Source: an optimization exercise on an open RTL-to-GDS flow (aim: small area and a short achievable clock period). Production flows keep margins and buffers that such runs may drop.
Power is estimated from default activity; no workload was simulated.

// pipelined_fpadder
module pipelined_fpadder (a,b,sub,rm,s,clk,clrn,e);  
	input clk, clrn;  
	input [31:0] a, b;  
	input [1:0] rm;  
	input sub;  
	input e;  
	output [31:0] s;  
	wire a_is_nan, a_is_inf, a_sign, a_op_sub, a_small_sticky;
	wire [7:0] a_exp;
	wire [22:0] a_large_frac;
	wire [25:0] a_small_win;
	fadd_align alignment (a,b,sub,a_is_nan,a_is_inf,a_sign,a_exp,a_op_sub,
	a_large_frac,a_small_win,a_small_sticky);
	wire c_is_nan, c_is_inf, c_sign, c_op_sub, c_small_sticky;
	wire [7:0] c_exp;
	wire c_valid;
	wire [1:0] c_rm;
	wire [22:0] c_large_frac;
	wire [25:0] c_small_win;
	reg_align_cal reg_ac (rm,a_is_nan,a_is_inf,a_sign,a_exp,a_op_sub,
	a_large_frac,a_small_win,a_small_sticky,clk,clrn,e,
	c_rm,c_is_nan,c_is_inf,c_sign,c_exp,c_op_sub,c_large_frac,c_small_win,
	c_small_sticky,c_valid);
	wire [23:0] c_frac;
	wire [1:0] c_grs;
	wire [7:0] c_exp0;
	fadd_cal calculation (c_op_sub,c_exp,c_large_frac,c_small_win,
	c_small_sticky,c_valid,c_frac,c_grs,c_exp0);
	wire [23:0] n_frac;
	wire [1:0] n_grs;
	wire [7:0] n_exp;
	wire [1:0] n_rm;
	wire n_is_nan, n_is_inf, n_sign;
	reg_cal_norm reg_cn (c_rm,c_is_nan,c_is_inf,c_sign,c_exp0,c_frac,c_grs,c_valid,
	clk,clrn,e,n_rm,n_is_nan,n_is_inf,n_sign,n_exp,n_frac,n_grs);
	fadd_norm normalization (n_rm,n_is_nan,n_is_inf,n_sign,n_exp,n_frac,n_grs,s);
endmodule
Size: roughly 100 I/O pins, ~14000 um2 of cells after synthesis.
==> module fadd_align, before the edit <==
module fadd_align (a,b,sub,s_is_nan,s_is_inf,sign,temp_exp,
op_sub,large_frac23,small_win,small_sticky);
	input [31:0] a,b;
	input sub;
	output s_is_nan, s_is_inf, sign, op_sub;
	output [7:0] temp_exp;
	output [22:0] large_frac23;
	output [25:0] small_win;      
	output small_sticky;          
	wire [7:0] ea = a[30:23], eb = b[30:23];
	wire a_ff = &ea, b_ff = &eb;
	wire a_f0 = ~|a[22:0], b_f0 = ~|b[22:0];
	wire a_inf = a_ff & a_f0, b_inf = b_ff & b_f0;
	wire a_nan = a_ff & ~a_f0, b_nan = b_ff & ~b_f0;
	assign op_sub = sub ^ a[31] ^ b[31];
	assign s_is_inf = a_inf | b_inf;
	assign s_is_nan = a_nan | b_nan | (op_sub & a_inf & b_inf);
	wire pay_b = b[21:0] > a[21:0];
	wire exchange = (b[30:22] > a[30:22]) | (b[30:22] == a[30:22]) & pay_b;
	wire x = s_is_nan ? pay_b : exchange;
	wire [30:0] fp_large = x ? b[30:0] : a[30:0];
	wire [30:0] fp_small = x ? a[30:0] : b[30:0];
	assign sign = x ? sub ^ b[31] : a[31];
	assign temp_exp = s_is_nan ? 8'd1 : fp_large[30:23];
	assign large_frac23 = fp_large[22:0];
	wire [23:0] small24 = s_is_nan ? 24'h0 : {|fp_small[30:23], fp_small[22:0]};
	wire [7:0] fa = {ea[7:1], ea[0] | ~|ea};
	wire [7:0] fb = {eb[7:1], eb[0] | ~|eb};
	wire [8:0] d1 = {1'b0, fa} - {1'b0, fb};
	wire [7:0] d2 = fb - fa;
	wire [7:0] d = d1[8] ? d2 : d1[7:0];
	wire sat = |d[7:5] | d[4] & d[3] & (d[2] | d[1]);
	wire [49:0] y = {small24, 26'h0} >> d[4:0];
	assign small_win = sat ? 26'h0 : y[49:24];
	wire [23:0] below;
	genvar i;
	generate
		for (i = 0; i < 24; i = i + 1) begin : stk
			assign below[i] = d[4:0] > i + 2;
		end
	endgenerate
	assign small_sticky = sat ? |small24 : |(small24 & below);
endmodule
==> module fadd_cal, before the edit <==
module fadd_cal (op_sub,temp_exp,large_frac23,small_win,
small_sticky,valid,frac,grs,exp0);
	input op_sub;
	input [7:0] temp_exp;
	input [22:0] large_frac23;
	input [25:0] small_win;
	input small_sticky;
	input valid;            
	output [23:0] frac;     
	output [1:0] grs;       
	output [7:0] exp0;      
	wire [26:0] small27 = {small_win, small_sticky};
	wire [27:0] large28 = {1'b0, |temp_exp, large_frac23, 3'b000};
	wire [27:0] cal;
	fadd_add28 adder (large28, {1'b0, small27} ^ {28{op_sub}}, op_sub, cal);
	wire [7:0] ee = {temp_exp[7:1], temp_exp[0] | ~|temp_exp};
	wire [27:0] marker = (ee <= 8'd27) ? (28'h8000000 >> ee) : 28'h0;
	wire [27:0] m = cal | marker;
	reg [4:0] lz;
	integer i;
	always @* begin
		lz = 5'd0;
		for (i = 0; i < 28; i = i + 1)
			if (m[i]) lz = 5'd27 - i;
	end
	wire [4:0] sh = valid ? lz : 5'd31;
	wire [27:0] nrm = cal << sh;
	assign frac = nrm[27:4];
	assign grs = {nrm[3], |nrm[2:1]};
	wire [7:0] e1 = temp_exp + 8'd1;
	wire [5:0] lo = {1'b0, e1[4:0]} - {1'b0, sh};
	wire [2:0] hi_m1 = e1[7:5] - 3'd1;
	assign exp0 = {lo[5] ? hi_m1 : e1[7:5], lo[4:0]};
endmodule
export LEC_CHECK = 0
export ABC_AREA = 1
export CAP_MARGIN = 20
export CORE_MARGIN = 2
export CORE_UTILIZATION = 40
export SETUP_SLACK_MARGIN = 5
export SLEW_MARGIN = 20
export SYNTH_HIERARCHICAL = 1
create_clock -name core_clock -period 10.0 [get_ports {clk}]
standard.sh (not shown) runs the stock make flow with config.mk's settings and CLKGATE_MAP_FILE= SYNTH_SCRIPT=/design/flow/synth_recipe.tcl, a recipe that flattens the netlist after the stock synthesis.
==> flow/flow/run.sh <==
#!/bin/bash
# The standard layout (standard.sh, its own synthesis script and
# registers), with two changes to how the layout is made:
# - plain buffers on the ports in place of the delay cells buffer_ports picks
#   by default (every port still gets its buffer);
# - no full/half adder cells in synthesis (ADDER_MAP_FILE empty), so abc maps
#   the arithmetic as plain logic and can restructure it.
set -euo pipefail
export BUFFER_PORTS_ARGS="-buffer_cell sky130_fd_sc_hd__buf_2"
bash standard.sh ADDER_MAP_FILE= finish > standard_make.log 2>&1
Next try:
--- a/flow/design.v
+++ b/flow/design.v
@@ -29,19 +29,21 @@
 	wire [7:0] fb = {eb[7:1], eb[0] | ~|eb};
 	wire [8:0] d1 = {1'b0, fa} - {1'b0, fb};
 	wire [7:0] d2 = fb - fa;
 	wire [7:0] d = d1[8] ? d2 : d1[7:0];
-	wire sat = |d[7:5] | d[4] & d[3] & (d[2] | d[1]);
+	wire sat = |d[7:5];
 	wire [49:0] y = {small24, 26'h0} >> d[4:0];
 	assign small_win = sat ? 26'h0 : y[49:24];
-	wire [23:0] below;
+	wire [23:0] po;
+	assign po[0] = small24[0];
 	genvar i;
 	generate
-		for (i = 0; i < 24; i = i + 1) begin : stk
-			assign below[i] = d[4:0] > i + 2;
-		end
-	endgenerate
-	assign small_sticky = sat ? |small24 : |(small24 & below);
+		for (i = 1; i < 24; i = i + 1) begin : por
+			assign po[i] = po[i-1] | small24[i];
+		end
+	endgenerate
+	wire [31:0] q = {{6{po[23]}}, po[22:0], 3'b000};
+	assign small_sticky = sat ? po[23] : q[d[4:0]];
 endmodule
 `timescale 1ns / 1ps
 module reg_align_cal (a_rm,a_is_nan,a_is_inf,a_sign,a_exp,
 a_op_sub,a_large_frac,a_small_win,a_small_sticky,clk,clrn,e,
@@ -96,15 +98,10 @@
 	fadd_add28 adder (large28, {1'b0, small27} ^ {28{op_sub}}, op_sub, cal);
 	wire [7:0] ee = {temp_exp[7:1], temp_exp[0] | ~|temp_exp};
 	wire [27:0] marker = (ee <= 8'd27) ? (28'h8000000 >> ee) : 28'h0;
 	wire [27:0] m = cal | marker;
-	reg [4:0] lz;
-	integer i;
-	always @* begin
-		lz = 5'd0;
-		for (i = 0; i < 28; i = i + 1)
-			if (m[i]) lz = 5'd27 - i;
-	end
+	wire [4:0] lz;
+	fadd_lzc32 lzc ({m, 4'h0}, lz);
 	wire [4:0] sh = valid ? lz : 5'd31;
 	wire [27:0] nrm = cal << sh;
 	assign frac = nrm[27:4];
 	assign grs = {nrm[3], |nrm[2:1]};
@@ -135,8 +132,33 @@
 			end
 		end
 	endgenerate
 	assign sum = (x ^ y) ^ g[5][27:0];
+endmodule
+module fadd_lzc32 (x, lz);
+	input [31:0] x;
+	output [4:0] lz;
+	wire [31:0] v [0:5];
+	wire [4:0] c [0:5][0:31];
+	genvar l, i;
+	generate
+		for (i = 0; i < 32; i = i + 1) begin : leaf
+			assign v[0][i] = x[i];
+			assign c[0][i] = 5'd0;
+		end
+		for (l = 1; l <= 5; l = l + 1) begin : lv
+			for (i = 0; i < (32 >> l); i = i + 1) begin : nd
+				wire hv = v[l-1][2*i+1];
+				assign v[l][i] = hv | v[l-1][2*i];
+				assign c[l][i] = hv ? c[l-1][2*i+1] : (c[l-1][2*i] | (5'd1 << (l-1)));
+			end
+			for (i = (32 >> l); i < 32; i = i + 1) begin : pad
+				assign v[l][i] = 1'b0;
+				assign c[l][i] = 5'd0;
+			end
+		end
+	endgenerate
+	assign lz = c[5][0];
 endmodule
 `timescale 1ns / 1ps
 module reg_cal_norm (c_rm,c_is_nan,c_is_inf,c_sign,c_exp,c_frac,c_grs,c_valid,
 clk,clrn,e,n_rm,n_is_nan,n_is_inf,n_sign,n_exp,n_frac,n_grs);  
The changed run finished with timing, DRC and antenna clean; worst hold slack improved by 0.0046 ns; power goes up by about 1.4%; global-route usage went down by 2.1 points; utilization increases by 1.0 points; sequential share of layout area rises by 0.20 points; worst setup slack gets worse by 0.055 ns; fmax fell by about 1.1%; count of clock-buffer cells in the layout shrinks by 3; sequential power is about the same.
No run of this note included a check of the RTL's function; only the layout flow was run.

## what the ideal ports hide
Ports are ideal in the flow. The routed layouts listed here were re-timed in OpenROAD. Step 1 sets driving cells, clkbuf_16 on the clock port and buf_2 on the other inputs (assumed; they add their load-dependent delay and slew). Step 2 moves the port delays by t, midway between the first and last clock arrival at a register: inputs arrive t later, outputs are due t later. That takes back most of the time a late clock gives input paths. Three values: ideal ports, drivers, drivers and shift; two values: the first two.
run	t (ns)	setup slack, ns	hold slack, ns
the first run	0.405	5.177 / 5.194 / 4.789	0.419 / 0.419 / 0.419
the second run	0.411	5.122 / 5.149 / 4.737	0.423 / 0.423 / 0.423
After both steps every run listed still meets setup and hold. The setup slack of the first run, which loses most, moves by +0.017 ns with the drivers and by -0.388 ns with both steps.
